Source: an optimization exercise on an open RTL-to-GDS flow (aim: small area, a short achievable clock period and few clock cycles). Production flows keep margins and buffers that such runs may drop. In this exercise RTL edits were held to simulation tests only and were not proved equivalent to the original. Power and IR drop assume default switching activity.

// pipe_noDataHazards_cpu
module pipe_noDataHazards_cpu(clrn,clk,pc,inst,dmem_addr,dmem_wdata,dmem_we,dmem_rdata);
Settings: LEC_CHECK=0, CAP_MARGIN=20, CELL_PAD_IN_SITES_DETAIL_PLACEMENT=1, CORE_MARGIN=2, CORE_UTILIZATION=40, CTS_CLUSTER_DIAMETER=100, CTS_CLUSTER_SIZE=24, PLACE_DENSITY=0.6, SETUP_SLACK_MARGIN=5, SLEW_MARGIN=20, SYNTH_HIERARCHICAL=1; clock period 8.0 ns.
run.sh (not shown) runs the stock make flow with config.mk's settings and CLKGATE_MAP_FILE= SYNTH_SCRIPT=/design/flow/synth_recipe.tcl, a recipe that flattens the netlist after the stock synthesis.
The first run completed without violations.
Testbench counts at the start, summed over its fixed seeds: cycles 49,672.
Next try:
--- a/flow/design.v
+++ b/flow/design.v
@@ -690,22 +690,20 @@
 	wire byp_b_if = ex_we & (ex_wn == inst[4:0]);
 	always @(posedge clk) begin
 		byp_a <= stall ? byp_a_id : byp_a_if;
 		byp_b <= stall ? byp_b_id : byp_b_if;
 	end
 	wire [31:0] sel_a, sel_b;
-	wire [31:0] qa_t, qb_t;      
-	wire [31:0] qa_n = byp_a ? ~wdata : qa_t;
-	wire [31:0] qb_n = byp_b ? ~wdata : qb_t;
-	assign sel_a[0] = 1'b0;
-	assign sel_b[0] = 1'b0;
+	wire [31:0] qa_n, qb_n;
+	assign sel_a[0] = byp_a;
+	assign sel_b[0] = byp_b;
 	wire [31:0] rfx [0:31];
 	wire [3:0] wlo = m_wlo;
 	wire [7:0] whi = m_whi;
 	wire [31:1] ewr;
-	assign rfx[0] = 32'd0;
+	assign rfx[0] = wdata;
 	genvar g, b;
 	generate
 		for (g = 1; g < 32; g = g + 1) begin : R
 			reg [31:0] q;
 			wire e, en;
 			ks_and2  we_a(.a(wlo[g % 4]), .b(whi[g / 4]), .y(e));
@@ -714,22 +712,22 @@
 			for (b = 0; b < 32; b = b + 1) begin : H
 				rf_hold h(.e(e), .en(en), .d(wdata[b]), .q(q[b]), .y(nx[b]));
 			end
 			always @(posedge clk) q <= nx;
 			assign rfx[g] = q;
 			assign ewr[g] = e;
-			assign sel_a[g] = id_alo[g % 4] & id_ahi[g / 4] & rv[g];
-			assign sel_b[g] = id_blo[g % 4] & id_bhi[g / 4] & rv[g];
+			assign sel_a[g] = id_alo[g % 4] & id_ahi[g / 4] & rv[g] & ~byp_a;
+			assign sel_b[g] = id_blo[g % 4] & id_bhi[g / 4] & rv[g] & ~byp_b;
 		end
 		for (b = 0; b < 32; b = b + 1) begin : C
 			wire [31:0] x;
 			for (g = 0; g < 32; g = g + 1) begin : X
 				assign x[g] = rfx[g][b];
 			end
-			rf_read31 ra(.x(x[31:1]), .s(sel_a[31:1]), .y(qa_t[b]));
-			rf_read31 rb(.x(x[31:1]), .s(sel_b[31:1]), .y(qb_t[b]));
+			rf_read32 ra(.x(x), .s(sel_a), .y(qa_n[b]));
+			rf_read32 rb(.x(x), .s(sel_b), .y(qb_n[b]));
 		end
 	endgenerate
 	wire [31:0] bsum, bsum_ng, bsum_np;
 	ks_add32 badd(.a({2'b00, pcr}), .b({{16{imm[15]}}, imm}), .s(bsum), .ng(bsum_ng), .np(bsum_np));
 	wire [31:2] btgt = bsum[29:0];
 	wire [31:2] jtgt = {pcr[31:28], ir[25:0]};
@@ -839,32 +837,32 @@
 	assign dmem_wdata = m_sd;
 	assign dmem_we    = m_st;
 endmodule
 module rf_hold(input e, input en, input d, input q, output y);
 	assign y = (e & d) | (en & q);
 endmodule
-module rf_read31(input [31:1] x, input [31:1] s, output y);
+module rf_read32(input [31:0] x, input [31:0] s, output y);
 	wire [10:0] t;
 	wire n0, n1, n2;
 	genvar i;
 	generate
 		for (i = 0; i < 10; i = i + 1) begin : A
-			rf_ao222n u(.a0(x[3*i+1]), .s0(s[3*i+1]), .a1(x[3*i+2]), .s1(s[3*i+2]), .a2(x[3*i+3]), .s2(s[3*i+3]), .y(t[i]));
+			rf_ao222n u(.a0(x[3*i]), .s0(s[3*i]), .a1(x[3*i+1]), .s1(s[3*i+1]), .a2(x[3*i+2]), .s2(s[3*i+2]), .y(t[i]));
 		end
 	endgenerate
-	rf_nand2 u10(.a(x[31]), .b(s[31]), .y(t[10]));
+	rf_ao22n u10(.a0(x[30]), .s0(s[30]), .a1(x[31]), .s1(s[31]), .y(t[10]));
 	rf_nand4 v0(.a(t[0]), .b(t[1]), .c(t[2]), .d(t[3]), .y(n0));
 	rf_nand4 v1(.a(t[4]), .b(t[5]), .c(t[6]), .d(t[7]), .y(n1));
 	rf_nand3 v2(.a(t[8]), .b(t[9]), .c(t[10]), .y(n2));
 	rf_nor3 w(.a(n0), .b(n1), .c(n2), .y(y));
 endmodule
 module rf_ao222n(input a0, input s0, input a1, input s1, input a2, input s2, output y);
 	assign y = ~((a0 & s0) | (a1 & s1) | (a2 & s2));
 endmodule
-module rf_nand2(input a, input b, output y);
-	assign y = ~(a & b);
+module rf_ao22n(input a0, input s0, input a1, input s1, output y);
+	assign y = ~((a0 & s0) | (a1 & s1));
 endmodule
 module rf_nand4(input a, input b, input c, input d, output y);
 	assign y = ~(a & b & c & d);
 endmodule
 module rf_nand3(input a, input b, input c, output y);
 	assign y = ~(a & b & c);
After rerunning:
- hold slack gains 0.049 ns
- die area stays flat
- sequential share of layout area increases by 0.27 points
- clock power decreases by about 0.9%
- cell count decreases by 1.3%
Testbench counts after the change, summed over its fixed seeds: cycles 49,672.

## static timing again, ports no longer ideal
The results above use ideal ports. As a check the final layouts listed here were re-extracted and re-timed, cells and wires unchanged. Step 1 (the two cells are an assumption about what drives the block):
set clk [get_ports {clk}]
set_driving_cell -lib_cell sky130_fd_sc_hd__clkbuf_16 $clk
set_driving_cell -lib_cell sky130_fd_sc_hd__buf_2 [delete_from_list [all_inputs] $clk]
Step 2 moves the port delays by t, midway between the first and last clock arrival at a register: inputs arrive t later, outputs are due t later. That takes back most of the time a late clock gives input paths. Slacks: no drivers / after step 1 / after step 2; pairs: no drivers / after step 1.
run | t (ns) | setup WS [ns] | worst register clock-pin slew, ns | worst slew at a driven data input, ns | cell pins on the clock port's net
the first run | 0.809 | 4.768 / 4.768 / 4.560 | 0.11 / 0.11 | 0.10 | 1
the second run | 0.818 | 4.928 / 4.925 / 4.244 | 0.11 / 0.11 | 0.07 | 1
After both steps every run listed still meets setup and hold. The setup slack of the second run, which loses most, moves by -0.003 ns with the drivers and by -0.684 ns with both steps.
